Background: an optimization exercise with open tools, aiming at small area. Do not read the settings as production practice. Function was checked by simulation only, so behaviour that the tests miss may differ from the original. The clock input has no modelled driver; a real chip could not lean on it and would need a root buffer or a full tree. Power is estimated from default activity; no workload was simulated.

## main
==> flow/design.v <==
module i2s_mask (
	input i2s_clk,  
	input i2s_data,     
	input [3:0] addr_x,
	input [3:0] addr_y,
	input rst_n,
	output reg[5:0] row_num,
	output led_clk,
	output led_data,
	output led_lat,
	output led_oe
	);
	reg data_ph;         
	reg [1:0] b;         
	reg [1:0] mlo;       
	reg [3:0] mhi;       
	reg [3:0] c;
	reg [3:0] cw;
	reg [1:0] mwl;       
	reg [3:0] mwh;
	reg [3:0] nx;        
	reg [1:0] ha;        
	reg [3:0] hb;        
	reg led_clk_en;
	assign led_clk = led_clk_en;
	assign led_data = i2s_data;
	assign led_oe = 1'b1;
	assign led_lat = ~data_ph & (mlo == 2'd0) & (b == 2'd1) & ~mhi[3];
	wire blk_end = b[1] & ~b[0];
	wire c_wrap = (c == 4'd15);
	wire cw_wrap = (cw == 4'd15);
	wire row_end = blk_end & c_wrap;
	wire mhi_inc = data_ph & row_end & (mlo == 2'b10);
	wire frame_end = mhi_inc & (mhi == 4'd15);
	wire hdr_end = ~data_ph & blk_end & (mlo == 2'b10);
	wire [3:0] nx_blk = {nx[2:0], nx[3]};
	wire [5:0] row_new = {ha[0], ha[1], hb[2:0], hb[3]};
	wire c_load = ~data_ph | (blk_end & c_wrap);
	wire cw_load = ~data_ph | (blk_end & cw_wrap);
	wire mwh_inc = data_ph & blk_end & cw_wrap & (mwl == 2'b10);
	wire [3:0] c_tog = {4{blk_end}} & {&c[2:0], &c[1:0], c[0], 1'b1};
	wire [3:0] cw_tog = {4{blk_end}} & {&cw[2:0], &cw[1:0], cw[0], 1'b1};
	wire [3:0] mwh_tog = {4{mwh_inc}} & {&mwh[2:0], &mwh[1:0], mwh[0], 1'b1};
	wire [3:0] mhi_tog = {4{mhi_inc}} & {&mhi[2:0], &mhi[1:0], mhi[0], 1'b1};
	wire nx_in = (~data_ph & (mlo == 2'b00)) ? ~i2s_data : nx[3];
	wire mhi_in = (mlo == 2'b01) ? ~i2s_data : mhi[3];
	wire ha_in = (~data_ph & (mlo == 2'b11) & b[1]) ? i2s_data : ha[1];
	wire hb_in = (~data_ph & (mlo == 2'b10)) ? i2s_data : hb[3];
	always @(posedge i2s_clk or negedge rst_n) begin
		if (~rst_n) begin
			data_ph <= 1'b0;
			b <= 2'd0;
			mlo <= 2'd0;
			mhi[2] <= 1'b1;
			led_clk_en <= 1'b0;
			row_num <= 6'd0;
		end else begin
			b <= {b[0], ~b[1]};
			if (hdr_end) data_ph <= 1'b1;
			if (frame_end) data_ph <= 1'b0;
			if (data_ph ? row_end : blk_end) mlo <= {mlo[0], ~mlo[1]};
			mhi[2] <= data_ph ? mhi[2] ^ mhi_tog[2] : mhi[1];
			led_clk_en <= data_ph & cw_wrap & (mwh == 4'd15);
			if (frame_end) row_num <= row_new;
		end
	end
	always @(posedge i2s_clk) begin
		{mhi[3], mhi[1:0]} <= data_ph ? {mhi[3], mhi[1:0]} ^ {mhi_tog[3], mhi_tog[1:0]}
		                              : {mhi[2], mhi[0], mhi_in};
		c <= c_load ? nx_blk : c ^ c_tog;
		cw <= cw_load ? (data_ph ? nx_blk : ~addr_x) : cw ^ cw_tog;
		mwh <= data_ph ? mwh ^ mwh_tog : ~addr_y;
		mwl <= data_ph ? ((blk_end & cw_wrap) ? {mwl[0], ~mwl[1]} : mwl) : 2'b00;
		nx <= {nx[2:0], nx_in};
		ha <= {ha[0], ha_in};
		hb <= {hb[2:0], hb_in};
	end
endmodule
module top(
	input i2s_clk,
	input i2s_data,
	input [3:0] addr_x,
	input [3:0] addr_y,
	input rst_n,
	output [5:0] row_num,
	output led_clk,
	output led_data,
	output led_lat,
	output led_oe
	);
	i2s_mask mask(
		.i2s_data(i2s_data),
		.i2s_clk(i2s_clk),
		.addr_x(addr_x),
		.addr_y(addr_y),
		.rst_n(rst_n),
		.row_num(row_num),
		.led_clk(led_clk),
		.led_data(led_data),
		.led_lat(led_lat),
		.led_oe(led_oe)
		);
endmodule
export LEC_CHECK = 0
export ABC_AREA = 1
export CAP_MARGIN = 20
export CORE_AREA = 2 2 59 59
export DIE_AREA = 0 0 61 61
export SLEW_MARGIN = 20
create_clock -name core_clock -period 8.0 [get_ports {i2s_clk}]
standard.sh (not shown) runs the stock make flow with config.mk's settings and CLKGATE_MAP_FILE= SYNTH_SCRIPT=/design/flow/synth_recipe.tcl, a recipe that flattens the netlist after the stock synthesis.
==> flow/flow/run.sh <==
#!/bin/bash
# Standard ORFS layout with these changes: the port buffers use the smallest
# buffer, and the clock tree is a few clock buffers placed at the centres of
# the registers they drive (flow/cts.tcl) instead of TritonCTS's H-tree.
# After floorplanning, OpenROAD's restructure re-maps the combinational logic
# for area (flow/restructure.tcl); registers are untouched.
# Before repair_design every cell is set to its smallest drive strength
# (flow/downsize.tcl); repair_design then sizes up what needs it.
set -e
export BUFFER_PORTS_ARGS="-buffer_cell sky130_fd_sc_hd__buf_1"
export PRE_CTS_TCL="$PWD/flow/cts.tcl"
export POST_FLOORPLAN_TCL="$PWD/flow/restructure.tcl"
export PRE_RESIZE_TCL="$PWD/flow/downsize.tcl"
export FLOW_CLK_NBUF=${FLOW_CLK_NBUF:-4}
export FLOW_CLK_BUF=${FLOW_CLK_BUF:-sky130_fd_sc_hd__clkbuf_4}
bash standard.sh > standard.log 2>&1
Other scripts of this flow, unchanged in this note and not shown: flow/flow/cts.tcl, flow/flow/downsize.tcl, flow/flow/restructure.tcl
Changes in the feature branch relative to main:
==> flow/design.v <==
module i2s_mask (
	input i2s_clk,  
	input i2s_data,     
	input [3:0] addr_x,
	input [3:0] addr_y,
	input rst_n,
	output reg[5:0] row_num,
	output led_clk,
	output led_data,
	output led_lat,
	output led_oe
	);
	reg data_ph;         
	reg [1:0] b;         
	reg [1:0] mlo;       
	reg m5;              
	reg [2:0] m42;       
	reg [3:0] c;
	reg [3:0] cw;
	reg [1:0] mwl;       
	reg [3:0] mwh;
	reg [3:0] nx;        
	reg [5:0] h;
	reg led_clk_en;
	wire [3:0] mhi = {m5, m42};
	assign led_clk = led_clk_en;
	assign led_data = i2s_data;
	assign led_oe = 1'b1;
	assign led_lat = ~data_ph & (mlo == 2'd0) & (b == 2'd1) & ~m5;
	wire blk_end = b[1] & ~b[0];
	wire c_wrap = (c == 4'd15);
	wire cw_wrap = (cw == 4'd15);
	wire row_end = blk_end & c_wrap;
	wire mhi_inc = data_ph & row_end & (mlo == 2'b10);
	wire frame_end = mhi_inc & (mhi == 4'd15);
	wire hdr_end = ~data_ph & blk_end & (mlo == 2'b10);
	wire [3:0] mhi_next = data_ph ? mhi + 4'd1 : {mhi[2:0], ~i2s_data};
	wire mhi_en = data_ph ? mhi_inc : (mlo == 2'd1);
	always @(posedge i2s_clk or negedge rst_n) begin
		if (~rst_n) begin
			data_ph <= 1'b0;
			b <= 2'd0;
			mlo <= 2'd0;
			m5 <= 1'b1;
			led_clk_en <= 1'b0;
			row_num <= 6'd0;
		end else begin
			b <= {b[0], ~b[1]};
			if (hdr_end) data_ph <= 1'b1;
			if (frame_end) data_ph <= 1'b0;
			if (data_ph ? row_end : blk_end) mlo <= {mlo[0], ~mlo[1]};
			if (mhi_en) m5 <= mhi_next[3];
			led_clk_en <= data_ph & cw_wrap & (mwh == 4'd15);
			if (frame_end) row_num <= h;
		end
	end
	always @(posedge i2s_clk) begin
		if (mhi_en) m42 <= mhi_next[2:0];
		if (data_ph) begin
			if (blk_end) begin
				c <= c_wrap ? nx : c + 4'd1;
				cw <= cw_wrap ? nx : cw + 4'd1;
				if (cw_wrap) begin
					mwl <= {mwl[0], ~mwl[1]};
					if (mwl == 2'b10) mwh <= mwh + 4'd1;
				end
			end
		end else begin
			h <= {h[4:0], i2s_data};
			if (mlo == 2'd0) nx <= {nx[2:0], ~i2s_data};
			c <= nx;
			cw <= ~addr_x;
			mwl <= 2'b00;
			mwh <= ~addr_y;
		end
	end
endmodule
module top(
	input i2s_clk,
	input i2s_data,
	input [3:0] addr_x,
	input [3:0] addr_y,
	input rst_n,
	output [5:0] row_num,
	output led_clk,
	output led_data,
	output led_lat,
	output led_oe
	);
	i2s_mask mask(
		.i2s_data(i2s_data),
		.i2s_clk(i2s_clk),
		.addr_x(addr_x),
		.addr_y(addr_y),
		.rst_n(rst_n),
		.row_num(row_num),
		.led_clk(led_clk),
		.led_data(led_data),
		.led_lat(led_lat),
		.led_oe(led_oe)
		);
endmodule
--- outcome ---
Going from main to the feature branch, the total power was found to have gone down by about 30%.
Summary of the comparison: global-route usage is higher in the feature branch, relative to main.
Looking at number of global-route vias before repair, the feature branch sits 34 below main.
[compare] base=main new=the feature branch: clock period minus final worst setup slack increased by 22 ps relative to the old numbers; achievable frequency decreased by 0.62% relative to the old numbers; post-DP HPWL increased by about 1.1% relative to the old numbers; weighted congestion reported at the end of routability-driven placement decreased by 0.63% relative to the old numbers; switching portion of total power decreased by 11 points relative to the old numbers.
Final instance area grows by more than 10% when moving from main to the feature branch.
On wire length of the first global-routing pass, the lower figure sits with the feature branch, not main.
No run of this note takes its clock network from TritonCTS; it comes from the design's own scripts or RTL.

-- re-timing with driven ports --
In the flow no input, the clock included, has a driving cell. The finished layouts below were timed again as built, in two steps. Step 1 (the two cells are an assumption about what drives the block):
set clk [get_ports {i2s_clk}]
set_driving_cell -lib_cell sky130_fd_sc_hd__clkbuf_16 $clk
set_driving_cell -lib_cell sky130_fd_sc_hd__buf_2 [delete_from_list [all_inputs] $clk]
Step 2, shift: input delay + t, output delay - t, t = (earliest + latest rising clock arrival at the registers) / 2. This alone moves slack from input paths to output paths. Three values: ideal ports, drivers, drivers and shift; two values: the first two.
run	t (ns)	slack for setup (ns)	pins driven straight from the clock port
main	0.204	4.500 / 4.479 / 4.479	4
the feature branch	0.199	4.478 / 4.457 / 4.457	4
After both steps every run listed still meets setup and hold.
